This design comes from an exercise in tuning for small area on the open sky130 flow, not from production work. In this exercise RTL edits were held to simulation tests only and were not proved equivalent to the original. No activity file was given, so power comes from the tool's default toggle rates.

== build 45 ==
Design IlluminatiTop, start of the top module:
module IlluminatiTop(clk, rst, UserIDIn, PwdIn, Game_Load, PlayerTensIn, PlayerUnitsIn, Player_Load_in, RNG_Load_in, Level_Select,
 HEX0, HEX1, HEX2, HEX3, HEX4, HEX5, HEX6, HEX7, RUsrLED, GUsrLED, RPwdLED, GPwdLED, SuccLev2LEDR,
 SuccLev2LEDG, SuccLev3LEDR, SuccLev3LEDG, Level3_Count);
==> flow/config.mk <==
export PLATFORM = sky130hd
export DESIGN_NAME = IlluminatiTop
export DESIGN_NICKNAME = IlluminatiTop
export VERILOG_FILES = /design/flow/design.v
export SDC_FILE = /design/flow/constraint.sdc
export NUM_CORES = 4
export LEC_CHECK = 0
export ABC_AREA = 1
export CAP_MARGIN = 20
export CORE_MARGIN = 2
export CORE_UTILIZATION = 65
export SLEW_MARGIN = 20
==> flow/constraint.sdc <==
create_clock -name core_clock -period 8.0 [get_ports {clk}]
set_input_delay 1.6000 -clock core_clock [delete_from_list [all_inputs] [get_ports {clk}]]
set_output_delay 1.6000 -clock core_clock [all_outputs]
set_load 0.01 [all_outputs]
standard.sh (not shown) runs the stock make flow with config.mk's settings and CLKGATE_MAP_FILE= SYNTH_SCRIPT=/design/flow/synth_recipe.tcl, a recipe that flattens the netlist after the stock synthesis.
==> flow/flow/run.sh <==
#!/bin/bash
# Own layout flow: the standard synthesis, then the combinational logic between
# the registers is mapped again by ABC for area (registers, their names and
# cell types are kept as the standard synthesis made them; a few ABC runs with
# different seeds, the smallest result is kept), then the standard ORFS layout
# with small port buffers and a lean clock tree.
set -euo pipefail
WORK=$(pwd)
FLOWDIR=$WORK/flow
RES=$WORK/orfs/results/$FLOW_PLATFORM/IlluminatiTop/base
LIB=$FLOW_HOME/platforms/$FLOW_PLATFORM/lib/sky130_fd_sc_hd__tt_025C_1v80.lib
YOSYS=$FLOW_HOME/../tools/install/yosys/bin/yosys
[ -x "$YOSYS" ] || YOSYS=yosys

# 1. standard synthesis
bash standard.sh synth > $WORK/flow_synth.log 2>&1

# 2. remap the combinational logic
cp $RES/1_2_yosys.v $WORK/std_synth.v
DU=$(sed -n '/^export DONT_USE_CELLS/,/^$/p' $FLOW_HOME/platforms/$FLOW_PLATFORM/config.mk | grep -oE 'sky130_fd_sc_hd__[A-Za-z0-9_]+' | sed 's/^/-dont_use /' | tr '\n' ' ')
FFS=$(grep -oE 'sky130_fd_sc_hd__(e?s?df|dl)[A-Za-z0-9_]+' $WORK/std_synth.v | sort -u | tr '\n' ' ')
BB=""
[ -n "$FFS" ] && BB="blackbox $FFS"
for v in 0 3 5 nf; do
cat > $WORK/remap_$v.ys <<EOT
read_liberty -ignore_miss_func $LIB
$BB
read_verilog $WORK/std_synth.v
hierarchy -top $FLOW_TOP
flatten
opt -purge
abc -liberty $LIB $DU -script $FLOWDIR/remap$v.abc
opt_clean -purge
hilomap -singleton -hicell sky130_fd_sc_hd__conb_1 HI -locell sky130_fd_sc_hd__conb_1 LO
insbuf -buf sky130_fd_sc_hd__buf_4 A X
splitnets
opt_clean -purge
stat -liberty $LIB
write_verilog -noattr -nohex -nodec $WORK/remap_$v.v
EOT
( $YOSYS -l $WORK/flow_remap_$v.log -s $WORK/remap_$v.ys > /dev/null 2>&1 || true ) &
done
wait
best=""; besta=""
for v in 0 3 5 nf; do
  a=$(grep -oE "Chip area for module '[^']*': [0-9.]+" $WORK/flow_remap_$v.log 2>/dev/null | grep -oE '[0-9.]+$' || true)
  [ -n "$a" ] && [ -s $WORK/remap_$v.v ] || continue
  echo "remap $v: $a" >> $WORK/flow_remap_choice.log
  if [ -z "$best" ] || awk "BEGIN{exit !($a < $besta)}"; then best=$v; besta=$a; fi
done
echo "chosen: $best ($besta)" >> $WORK/flow_remap_choice.log
if [ -n "$best" ]; then
  cp $WORK/remap_$best.v $RES/1_2_yosys.v
  rm -f $RES/1_synth.odb $RES/1_synth.sdc
fi

# 3. layout
bash standard.sh \
  "BUFFER_PORTS_ARGS=-buffer_cell sky130_fd_sc_hd__buf_1" \
  "CTS_ARGS=-sink_clustering_enable -repair_clock_nets -sink_clustering_size 16 -sink_clustering_max_diameter 60 -buf_list sky130_fd_sc_hd__clkbuf_8 -dont_use_dummy_load" \
  finish > $WORK/flow_layout.log 2>&1
==> flow/flow/remap0.abc <==
strash; &get -n; &deepsyn -T 60 -S 0; &put; strash; dch -f; amap
==> flow/flow/remap3.abc <==
strash; &get -n; &deepsyn -T 60 -S 3; &put; strash; dch -f; amap
==> flow/flow/remap5.abc <==
strash; &get -n; &deepsyn -T 60 -S 5; &put; strash; dch -f; amap
==> flow/flow/remapnf.abc <==
strash; &get -n; &deepsyn -T 60; &put; strash; &get -n; &dch -f; &nf -R 1000; &put
> inputs changed (build 45 -> build 26)
==> flow/flow/remap0.abc <==
strash; &get -n; &deepsyn -T 90 -S 0; &put; strash; dch -f; amap
==> flow/flow/remap3.abc <==
strash; &get -n; &deepsyn -T 90 -S 3; &put; strash; dch -f; amap
==> flow/flow/remap5.abc <==
strash; &get -n; &deepsyn -T 90 -S 5; &put; strash; dch -f; amap
==> flow/flow/remapnf.abc <==
strash; &get -n; &deepsyn -T 90; &put; strash; &get -n; &dch -f; &nf -R 1000; &put
--- a/flow/config.mk
+++ b/flow/config.mk
@@ -8,5 +8,6 @@
 export ABC_AREA = 1
-export CAP_MARGIN = 20
+export CAP_MARGIN = 0
 export CORE_MARGIN = 2
 export CORE_UTILIZATION = 65
-export SLEW_MARGIN = 20
+export GPL_TIMING_DRIVEN = 0
+export SLEW_MARGIN = 0
==> run notes <==
- NOTE: worst path setup slack after routing in build 26 falls short of that of build 45
- Tightest slew margin relative to the limit, build 26 and build 45, higher one = build 45.
- Build 26 against build 45: part of the total power dissipated in sequential elements went up by 0.3 points; fmax went down by 25 MHz; routed wire length went down by 330 um; final area went down by about 1%; switching part of the total went up by 0.27 points.
- Build 26: met2 track demand over resource 0.52 points above build 45
- When the final numbers for build 26 and build 45 were put side by side, the total routed wire length on the met1 layer turned out to be greater in build 45.
- Global-route wire length before repair: build 26 vs build 45, no meaningful difference
What build 55 does differently from build 26 at the input level:
--- a/flow/flow/run.sh
+++ b/flow/flow/run.sh
@@ -3,3 +3,3 @@
 # the registers is mapped again by ABC for area (registers, their names and
-# cell types are kept as the standard synthesis made them; a few ABC runs with
+# cell types are kept as the standard synthesis made them; eight ABC runs with
 # different seeds, the smallest result is kept), then the standard ORFS layout
@@ -23,3 +23,4 @@
 [ -n "$FFS" ] && BB="blackbox $FFS"
-for v in 0 3 5 nf; do
+run_remap() {
+v=$1
 cat > $WORK/remap_$v.ys <<EOT
@@ -40,7 +41,9 @@
 EOT
-( $YOSYS -l $WORK/flow_remap_$v.log -s $WORK/remap_$v.ys > /dev/null 2>&1 || true ) &
-done
-wait
+$YOSYS -l $WORK/flow_remap_$v.log -s $WORK/remap_$v.ys > /dev/null 2>&1 || true
+}
+VARIANTS="0 3 4 5 8 9 2 7"
+for v in 0 3 4 5; do run_remap $v & done; wait
+for v in 8 9 2 7; do run_remap $v & done; wait
 best=""; besta=""
-for v in 0 3 5 nf; do
+for v in $VARIANTS; do
   a=$(grep -oE "Chip area for module '[^']*': [0-9.]+" $WORK/flow_remap_$v.log 2>/dev/null | grep -oE '[0-9.]+$' || true)
==> flow/flow/remap0.abc <==
strash; &get -n; &deepsyn -T 60 -S 0; &put; strash; dch -f; amap -F 4 -A 8
==> flow/flow/remap2.abc (new file) <==
strash; &get -n; &deepsyn -T 60 -S 2; &put; strash; dch -f; amap -F 4 -A 8
==> flow/flow/remap3.abc <==
strash; &get -n; &deepsyn -T 60 -S 3; &put; strash; dch -f; amap -F 4 -A 8
==> flow/flow/remap4.abc (new file) <==
strash; &get -n; &deepsyn -T 60 -S 4; &put; strash; dch -f; amap -F 4 -A 8
==> flow/flow/remap5.abc <==
strash; &get -n; &deepsyn -T 60 -S 5; &put; strash; dch -f; amap -F 4 -A 8
==> flow/flow/remap7.abc (new file) <==
strash; &get -n; &deepsyn -T 60 -S 7; &put; strash; dch -f; amap -F 4 -A 8
==> flow/flow/remap8.abc (new file) <==
strash; &get -n; &deepsyn -T 60 -S 8; &put; strash; dch -f; amap -F 4 -A 8
==> flow/flow/remap9.abc (new file) <==
strash; &get -n; &deepsyn -T 60 -S 9; &put; strash; dch -f; amap -F 4 -A 8
removed: flow/flow/remapnf.abc
==> run notes <==
Status build 55: flow complete, layout not clean - max-capacitance violations, max-slew violations. Delta (build 55 minus build 26): power per unit of standard cell area moved up, clock power moved down. Build 26 has a higher period utilization than build 55. Total power of build 55 is lower than that of build 26.

-- separate check: timing with driven ports --
The flow's constraints put no driver on any port. The routed layouts listed below were extracted and timed again, unchanged, in two steps.
Step 1: set_driving_cell puts a clkbuf_16 on clk and a buf_2 on each other input, an assumption about the parent block.
Step 2 adds t to the input delays and takes it off the output delays; t is the mean of the earliest and latest rising clock arrival at the registers after step 1. Input paths then give back, and output paths get back, about the clock's delay inside the block.
Three values: ideal ports, drivers, drivers and shift; two values: the first two.
run | t (ns) | setup WS [ns] | slew at the worst register clock pin (ns) | worst data-port slew with drivers (ns) | pins driven straight from the clock port
build 45 | 0.542 | 1.787 / 1.748 / 2.291 | 0.10 / 0.10 | 0.07 | 1
build 26 | 0.565 | 0.639 / 0.593 / 1.158 | 0.10 / 0.10 | 0.06 | 1
build 55 | 0.551 | 0.675 / 0.633 / 1.185 | 0.10 / 0.10 | 0.07 | 1
